What follows belongs to an exercise in optimizing a design on an open flow for small area, a short achievable clock period and few clock cycles per item; a production flow would make more cautious choices.
Function was checked by simulation only, so behaviour that the tests miss may differ from the original.
The flow treats the clock pin as an ideal source, which a real chip does not have.
Power is estimated from default activity; no workload was simulated.

## flow/design.v (module list and top-level ports; edited modules follow where they fit)
// module Convolution: 2384 lines
// module fa: 6 lines
// module skm_g: 5 lines
// module skm_t: 5 lines
// module skm_x: 5 lines
// module skm_o00001: 6 lines
// module skm_o00091: 6 lines
// module skm_o00111: 6 lines
// module skm_o00191: 6 lines
// module skm_o11000: 6 lines
// module skm_o11110: 6 lines
// module skm_o11190: 6 lines
// module skm_s0: 5 lines
// module skm_s1: 5 lines
// module wsel: 7 lines
module Convolution(clk, rst_n, in_valid, weight_valid,
  In_IFM_1, In_IFM_2, In_IFM_3, In_IFM_4, In_IFM_5, In_IFM_6, In_IFM_7, In_IFM_8, In_IFM_9,
  In_Weight_1, In_Weight_2, In_Weight_3, In_Weight_4, In_Weight_5, In_Weight_6, In_Weight_7, In_Weight_8, In_Weight_9,
  out_valid, Out_OFM);
  // ...
==> flow/flow/run.sh <==
#!/bin/bash
# Own flow: the standard ORFS flow (standard synthesis, same steps and scripts), with
#  - port buffers of a plain small buffer cell (every input and output port still gets one),
#  - a tighter setup-slack target for the resizer's timing repair (flow/margin.txt),
#  - optionally (flow/post_cts.tcl) a step after clock-tree synthesis that sizes down cells
#    that are faster than needed, keeping the same setup-slack target.
# Each tool's full output goes to flow_orfs.log in this folder; ORFS's per-step logs stay
# under orfs/logs/.
set -euo pipefail
MARGIN=$(cat flow/margin.txt 2>/dev/null || echo 5.0)
export BUFFER_PORTS_ARGS="-buffer_cell sky130_fd_sc_hd__buf_1"
if [[ -f flow/post_cts.tcl ]]; then
  export POST_CTS_TCL=$PWD/flow/post_cts.tcl
fi
export OWN_MARGIN=$MARGIN
bash standard.sh SETUP_SLACK_MARGIN=$MARGIN finish > flow_orfs.log 2>&1
==> flow/flow/margin.txt <==
5.35
==> flow/flow/post_cts.tcl <==
# After clock-tree synthesis and its timing repair: size down cells on paths with more
# setup slack than the target, then legalise the placement again.
estimate_parasitics -placement
repair_timing -recover_power 100 -setup_margin $::env(OWN_MARGIN) -verbose
detailed_placement
check_placement -verbose
==> flow/standard.sh <==
#!/bin/bash
# synth_recipe.tcl (not shown) runs the flow's synth.tcl, then flattens the netlist and writes it again
# the make line also repeats each setting of config.mk as NAME=value (left out here)
make -C /OpenROAD-flow-scripts/flow DESIGN_CONFIG=/design/flow/config.mk WORK_HOME=/design/flow/orfs CLKGATE_MAP_FILE= SYNTH_SCRIPT=/design/flow/synth_recipe.tcl "${@:-finish}"
==> flow/config.mk <==
export PLATFORM = sky130hd
export DESIGN_NAME = Convolution
export DESIGN_NICKNAME = Convolution
export VERILOG_FILES = /design/flow/design.v
export SDC_FILE = /design/flow/constraint.sdc
export NUM_CORES = 8
export LEC_CHECK = 0
export ABC_CLOCK_PERIOD_IN_PS = 2000
export CAP_MARGIN = 20
export CORE_MARGIN = 2
export CORE_UTILIZATION = 55
export CTS_CLUSTER_DIAMETER = 100
export CTS_CLUSTER_SIZE = 20
export PLACE_DENSITY = 0.6
export SLEW_MARGIN = 20
export SYNTH_HIERARCHICAL = 1
==> flow/constraint.sdc <==
create_clock -name core_clock -period 8.0 [get_ports {clk}]
set_input_delay 1.6000 -clock core_clock [delete_from_list [all_inputs] [get_ports {clk}]]
set_output_delay 1.6000 -clock core_clock [all_outputs]
set_load 0.01 [all_outputs]
==> key figures, run 1 <==
Layout
  • Post-route core utilization: 56.0%
  • Layout area overhead: 0.522%
  • # diodes: 0
  • Top class by area: multi-input gates
  • Non-clock buffers: 170
  • Commonest non-fill, non-tap cell in the layout: nand2_1
  • FILL cells: 3826
  • Biggest register: ofm
  • Fraction of area in multi-input gates: 60.3%

Detailed routing
  • DR WL/cell: 25.3 um
  • Top sig layer: met4
  • Initial DRT Pass Iterations: 5
  • Met2 WL post-DR: 29.1 mm
  • Vias per cell: 5.40

Power
  • Seq pwr share: 28.2%
  • P_int: 6.41 mW
  • Switching Share: 44.1%
  • Seq. pwr: 3.23 mW

Setup path
  • Worst r2r src: k1_825$_DFF_P_
  • R2R Setup Slk: 5.38 ns
  • CP max FO: 1
  • Reg2reg path depth: 5

Placed design
  • IO Port Bufs: 168
  • DP Wirelength: 54.3 mm

GRT
  • Number of global-route vias before repair: 15400
  • Met2 usage in global routing: 45.3%
  • All-Layer GR Usage: 29.0%
  • Initial antenna violation count: 1

Run
  • MaxCap Viol Count: 0

Die
  • Chip height: 216 um
  • Die area: 46600 um2
  • IO Pins: 170

Hold path
  • Class of the worst hold path: register to register
  • Worst Hold Path EP: k2_1247$_DFF_P_
  • Hold Path Cell Cnt: 0

Logic synthesis
  • Syn Inst Count: 1875
  • Syn. warnings: 7

STA
  • Hold Vio Cnt, Final: 0
  • Hold Slack: 0.333 ns
  • Layout Skew: 0.0144 ns
  • Max Fclk: 378 MHz
  • Final Max Tran Viols: 0

Outcome
  • Outcome: timing/DRC/antenna clean
Testbench counts, summed over its fixed seeds: cycles 824, items 800.
==> run 2: changes to the inputs <==
--- a/flow/config.mk
+++ b/flow/config.mk
@@ -9,8 +9,8 @@
 export CAP_MARGIN = 20
 export CORE_MARGIN = 2
-export CORE_UTILIZATION = 55
-export CTS_CLUSTER_DIAMETER = 100
-export CTS_CLUSTER_SIZE = 20
-export PLACE_DENSITY = 0.6
+export CORE_UTILIZATION = 60
+export CTS_CLUSTER_DIAMETER = 75
+export CTS_CLUSTER_SIZE = 30
+export PLACE_DENSITY = 0.7
 export SLEW_MARGIN = 20
 export SYNTH_HIERARCHICAL = 1
==> key figures, run 2 <==
Detailed routing
  • DRC violations left: 0 (unchanged)
  • 1st-iter DRT viols: 1346 (was 1216)
  • Vias per cell: 5.58 (was 5.40)
  • Final ANT Viol Nets: 0 (unchanged)
  • DR WL/cell: 24.8 um (was 25.3 um)
  • Routed WL: 61.6 mm (was 63.8 mm)
  • Initial DRT Pass Iterations: 5 (unchanged)
  • Via count: 13900 (was 13600)

Setup path
  • R2R Setup Slk: 5.38 ns (about the same)
  • Setup crit end kind: primary output (unchanged)
  • Largest delay share family, worst path: flip-flops (unchanged)
  • Worst r2r src: k1_942$_DFF_P_ (was k1_825$_DFF_P_)
  • Worst path required time: 6.40 ns (about the same)
  • CP Depth: 1 (unchanged)
  • Critical Path Start: vld[3]$_DFF_PN0_ (unchanged)
  • CP startpoint kind: register (unchanged)
  • Reg-to-Reg End: k2_1282$_DFF_P_ (was k2_1257$_DFF_P_)
  • Worst EP arrival: 1.06 ns (was 1.04 ns)
  • Crit-path slowest cell: dfrtp_1 (unchanged)
  • CP Buf/Inv Count: 1 (unchanged)
  • Crit path cell chain: clkbuf_2 (unchanged)
  • CP max FO: 1 (unchanged)
  • Slowest stage delay, CP: 0.36 ns (about the same)
  • Setup Crit Path Kind: register to primary output (unchanged)
  • Reg2reg path depth: 5 (unchanged)
  • Worst setup path endpoint: out_valid (unchanged)

Logic synthesis
  • Syn Inst Count: 1875 (unchanged)
  • Post-Syn Area per Cell: 13.2 um2 (unchanged)
  • Synth Cell Area: 24700 um2 (unchanged)
  • Syn. warnings: 7 (unchanged)

Clock tree
  • CTS clk-pin slew, worst paths: 0.08 ns (about the same)
  • Sink Count: 388 (unchanged)
  • Clock Latency Late Sink: 0.59 ns (was 0.57 ns)
  • CTS tree: built (unchanged)

GRT
  • Initial antenna violation count: 1 (unchanged)
  • Global-route wire length before repair: 95.4 mm (was 97.8 mm)
  • Global routing usage on met1: 44.1% (was 41.6%)
  • Global routing's busiest layer: met2 (unchanged)
  • All-Layer GR Usage: 31.2% (was 29.0%)
  • Met2 usage in global routing: 47.2% (was 45.3%)
  • Congestion Overflow GR: 0 (unchanged)
  • Met3 Use GR: 7.02% (was 3.85%)
  • Largest net degree at the start of global routing: 49 (was 46)
  • Number of global-route vias before repair: 15200 (was 15400)

Die
  • Initial Utilization: 60.6% (was 55.7%)
  • Die Wd: 207 um (was 216 um)
  • CORE AREA: 40700 um2 (was 44300 um2)
  • Die area: 42800 um2 (was 46600 um2)
  • IO Pins: 170 (unchanged)
  • Cell row count: 74 (was 77)
  • Chip height: 207 um (was 216 um)

Placed design
  • DP Wirelength: 51.8 mm (was 54.3 mm)
  • IO Port Bufs: 168 (unchanged)
  • Routability cong.: 0.962 (was 0.947)

STA
  • Minimum clock period: 2.66 ns (was 2.64 ns)
  • Layout Skew: 0.0293 ns (was 0.0144 ns)
  • Fin crit share: 33.2% (was 33.0%)
  • RSZ-0062 raised after global routing: yes (unchanged)
  • Worst slew margin: 65.4% (was 61.5%)
  • Slew @ Worst Pin: 0.519 ns (was 0.577 ns)
  • Max Fclk: 376 MHz (was 378 MHz)
  • Final Max Tran Viols: 0 (unchanged)
  • Final setup vio count: 0 (unchanged)
  • Hold Vio Cnt, Final: 0 (unchanged)
  • Setup TNS: 0 ns (unchanged)

Layout
  • Layout area overhead: 2.10% (was 0.522%)
  • Most frequent cells in the layout: 597 x nand2_1, 542 x fa_1, 373 x dfxtp_1 (was 597 x nand2_1, 540 x fa_1, 381 x dfxtp_1)
  • Max reg flops: 20 (unchanged)
  • Commonest non-fill, non-tap cell in the layout: nand2_1 (unchanged)
  • Nets: 2640 (was 2637)
  • Post-route core utilization: 61.9% (was 56.0%)
  • Biggest register: ofm (unchanged)
  • Ratio of cells with drive above 1 in the final layout: 6.66% (was 5.59%)

Hold path
  • Class of the worst hold path: register to register (unchanged)

Outcome
  • Outcome: timing/DRC/antenna clean (unchanged)

Power
  • Leakage Power: 9.03 nW (was 8.83 nW)
  • Max VDD drop: 0.371 mV (was 0.317 mV)
  • Cell area power density: 462 nW/um2 (about the same)

Run
  • MaxCap Viol Count: 0 (unchanged)
==> run 2: how the worst min path moves through the flow <==
stage	start	to	slack, ns	cells after the start
after floorplan	k1_801$_DFF_P_	k2_1247$_DFF_P_	0.31	0
after global placement	k1_801$_DFF_P_	k2_1247$_DFF_P_	0.32	0
after detailed placement	k1_801$_DFF_P_	k2_1247$_DFF_P_	0.32	0
after global routing	k1_801$_DFF_P_	k2_1247$_DFF_P_	0.34	0
final	k1_801$_DFF_P_	k2_1247$_DFF_P_	0.33	0
==> run 2: area by class of cell <==
cell class / count / area [um2]
inverter: 11 / 41.3
antenna: 1 / 2.50
multi-input combinational: 1337 / 15000
timing repair buffer: 170 / 752
clock inverter: 18 / 298
sequential: 388 / 7800
fill: 3226 / 15500
clock buffer: 29 / 703
tap: 532 / 666
==> run 2: metal layers <==
layer / up-vias / part of all wire (%) / wire (um)
met4: 0 / 5.6 / 3430
met2: 824 / 45 / 27600
met5: - / 0 / 0
li1: 5716 / - / -
met3: 138 / 10 / 6410
met1: 7200 / 39 / 24100
==> run 2: per-stage QoR <==
| step | hold slack [ns] | total power, mW | instance area (um2) | cells | setup slack, ns |
|---|---|---|---|---|---|
| floorplan | 0.310 | 7.96 | 24800 | 1890 | 5.39 |
| global placement | 0.315 | 9.96 | 24300 | 2437 | 4.67 |
| detailed placement | 0.318 | 10.2 | 24300 | 2437 | 4.63 |
| global route | 0.340 | 12.8 | 25200 | 2485 | 5.30 |
| finish | 0.334 | 11.7 | 25200 | 2486 | 5.34 |
==> run 2: power by group <==
part	internal (mW)	total [mW]	switching [mW]
Sequential	2.75	3.24	0.492
Combinational	3.09	6.89	3.79
Clock	0.706	1.53	0.819
==> run 3: changes to the inputs <==
--- a/flow/config.mk
+++ b/flow/config.mk
@@ -10,6 +10,7 @@
 export CORE_MARGIN = 2
 export CORE_UTILIZATION = 60
-export CTS_CLUSTER_DIAMETER = 75
-export CTS_CLUSTER_SIZE = 30
+export CTS_BUF_LIST = sky130_fd_sc_hd__clkbuf_4 sky130_fd_sc_hd__clkbuf_8
+export CTS_CLUSTER_DIAMETER = 100
+export CTS_CLUSTER_SIZE = 15
 export PLACE_DENSITY = 0.7
 export SLEW_MARGIN = 20
==> key figures, run 3 <==
Clock tree
  • CTS tree: built (unchanged)
  • CTS clk-pin slew, worst paths: 0.10 ns (was 0.08 ns)
  • Clock Latency Late Sink: 0.66 ns (was 0.59 ns)
  • Sink Count: 388 (unchanged)

Layout
  • Layout area overhead: -0.269% (was 2.10%)
  • FILL cells: 3289 (was 3226)
  • # diodes: 0 (was 1)
  • Max reg flops: 20 (unchanged)
  • Nets: 2643 (was 2640)
  • Biggest register: ofm (unchanged)
  • Most frequent cells in the layout: 597 x nand2_1, 540 x fa_1, 374 x dfxtp_1 (was 597 x nand2_1, 542 x fa_1, 373 x dfxtp_1)
  • Ratio of cells with drive above 1 in the final layout: 5.93% (was 6.66%)
  • Commonest non-fill, non-tap cell in the layout: nand2_1 (unchanged)

GRT
  • Congestion Overflow GR: 0 (unchanged)
  • All-Layer GR Usage: 30.9% (was 31.2%)
  • Number of global-route vias before repair: 15200 (about the same)
  • Largest net degree at the start of global routing: 49 (unchanged)
  • Global-route wire length before repair: 94.4 mm (was 95.4 mm)
  • Initial antenna violation count: 1 (unchanged)

Detailed routing
  • Final ANT Viol Nets: 0 (unchanged)
  • DR WL/cell: 24.8 um (about the same)
  • Routed WL: 61.2 mm (was 61.6 mm)
  • DRC violations left: 0 (unchanged)
  • Vias per cell: 5.60 (was 5.58)
  • 1st-iter DRT viols: 1384 (was 1346)
  • Initial DRT Pass Iterations: 8 (was 5)
  • Via count: 13800 (was 13900)

Run
  • MaxCap Viol Count: 0 (unchanged)

Die
  • Cell row count: 74 (unchanged)
  • Initial Utilization: 60.6% (unchanged)
  • Die Wd: 207 um (unchanged)
  • Die area: 42800 um2 (unchanged)
  • IO Pins: 170 (unchanged)
  • CORE AREA: 40700 um2 (unchanged)
  • Chip height: 207 um (unchanged)

Placed design
  • DP Wirelength: 51.8 mm (unchanged)
  • Routability cong.: 0.962 (unchanged)
  • Setup WS pre-CTS: 4.63 ns (unchanged)
  • IO Port Bufs: 168 (unchanged)

Setup path
  • CP Buf/Inv Count: 1 (unchanged)
  • Reg2reg path depth: 5 (unchanged)
  • CP max FO: 1 (unchanged)
  • Setup crit end kind: primary output (unchanged)
  • Largest delay share family, worst path: flip-flops (unchanged)
  • Crit-path slowest cell: dfrtp_1 (unchanged)
  • Worst EP arrival: 1.14 ns (was 1.06 ns)
  • Worst path required time: 6.40 ns (about the same)
  • Crit path cell chain: clkbuf_2 (unchanged)
  • Setup Crit Path Kind: register to primary output (unchanged)
  • CP Depth: 1 (unchanged)
  • Slowest stage delay, CP: 0.37 ns (was 0.36 ns)
  • CP startpoint kind: register (unchanged)

Power
  • Leakage Power: 8.77 nW (was 9.03 nW)
  • Cell area power density: 448 nW/um2 (was 462 nW/um2)
  • Max VDD drop: 0.374 mV (was 0.371 mV)
  • Final Total Pwr: 11.0 mW (was 11.7 mW)

Logic synthesis
  • Post-Syn Area per Cell: 13.2 um2 (unchanged)
  • Synth Cell Area: 24700 um2 (unchanged)
  • Syn Inst Count: 1875 (unchanged)
  • Syn. warnings: 7 (unchanged)

STA
  • Setup TNS: 0 ns (unchanged)
  • Slew @ Worst Pin: 0.533 ns (was 0.519 ns)
  • RSZ-0062 raised after global routing: yes (unchanged)
  • Hold Slack: 0.338 ns (was 0.334 ns)
  • Fin crit share: 34.2% (was 33.2%)
  • Setup ws final: 5.26 ns (was 5.34 ns)
  • Max Fclk: 366 MHz (was 376 MHz)
  • Hold Vio Cnt, Final: 0 (unchanged)
  • Final Max Tran Viols: 0 (unchanged)
  • Worst slew margin: 64.4% (was 65.4%)
  • Final setup vio count: 0 (unchanged)
  • Minimum clock period: 2.74 ns (was 2.66 ns)
  • Layout Skew: 0.0321 ns (was 0.0293 ns)

Outcome
  • Outcome: timing/DRC/antenna clean (unchanged)

Hold path
  • Class of the worst hold path: register to register (unchanged)
  • Hold Path Cell Cnt: 0 (unchanged)
==> run 3: final cells by class <==
cell class,instances,area [um2],share of cell area (%)
flip-flops and latches,388,7800,31.7
clock inverters,1,7.51,0.0305
repair buffers,170,739,3.00
clock buffers,31,420,1.71
well taps,532,666,2.70
inverters,11,41.3,0.168
multi-input cells,1337,15000,60.7
==> run 3: report_power, final <==
part / leakage, nW / internal, mW / switching [mW]
Sequential: 3.27 / 2.75 / 0.488
Clock: 0.220 / 0.340 / 0.621
Combinational: 5.27 / 3.07 / 3.77
Total: 8.77 / 6.16 / 4.88
==> run 3: worst paths after layout <==
path,start,end,slack [ns]
worst max-delay path,vld[3]$_DFF_PN0_,out_valid,5.26
worst min-delay path,k1_801$_DFF_P_,k2_1247$_DFF_P_,0.34
worst max register to register,k1_830$_DFF_P_,k2_1257$_DFF_P_,5.37
worst min register to register,k1_801$_DFF_P_,k2_1247$_DFF_P_,0.34
max in group asynchronous,rst_n,vld[0]$_DFF_PN0_,7.09
min in group asynchronous,rst_n,vld[3]$_DFF_PN0_,0.75
==> run 3: routing by layer <==
layer,GRT usage [%],vias up,wire (um)
li1,-,5689,-
met1,44.0,7221,24200
met2,46.2,792,27000
met3,6.80,131,6360
met4,13.6,0,3610
met5,0,-,0
==> run 3: stage by stage <==
stage	instances	utilization (%)	area, um2
2_1_floorplan	1890	-	24800
3_3_place_gp	2437	59.7	24300
3_5_place_dp	2437	59.7	24300
5_1_grt	2470	60.5	24600
6_report	2470	60.5	24600

-- port drivers added, routing unchanged --
No port has a modelled driver above. Below, the same layouts with a new extraction and two added sets of constraints. Step 1 assumes that a clkbuf_16 drives the clock port and a buf_2 every other input. Step 2 moves the port delays by t, midway between the first and last clock arrival at a register: inputs arrive t later, outputs are due t later. That takes back most of the time a late clock gives input paths. a / b / c = ideal / step 1 / step 2; a / b = the first two.
| run | t (ns) | slack for setup (ns) | hold WS [ns] | latest minus earliest clock arrival (ns) |
|---|---|---|---|---|
| run 1 | 0.621 | 5.357 / 5.299 / 5.261 | 0.333 / 0.333 / 0.333 | 0.015 / 0.016 |
| run 2 | 0.633 | 5.343 / 5.290 / 5.315 | 0.334 / 0.334 / 0.334 | 0.032 / 0.032 |
| run 3 | 0.696 | 5.265 / 5.213 / 5.308 | 0.338 / 0.338 / 0.338 | 0.032 / 0.033 |
After both steps setup and hold are still met in every run listed. The setup slack of run 1, which loses most, moves by -0.058 ns with the drivers and by -0.096 ns with both steps.
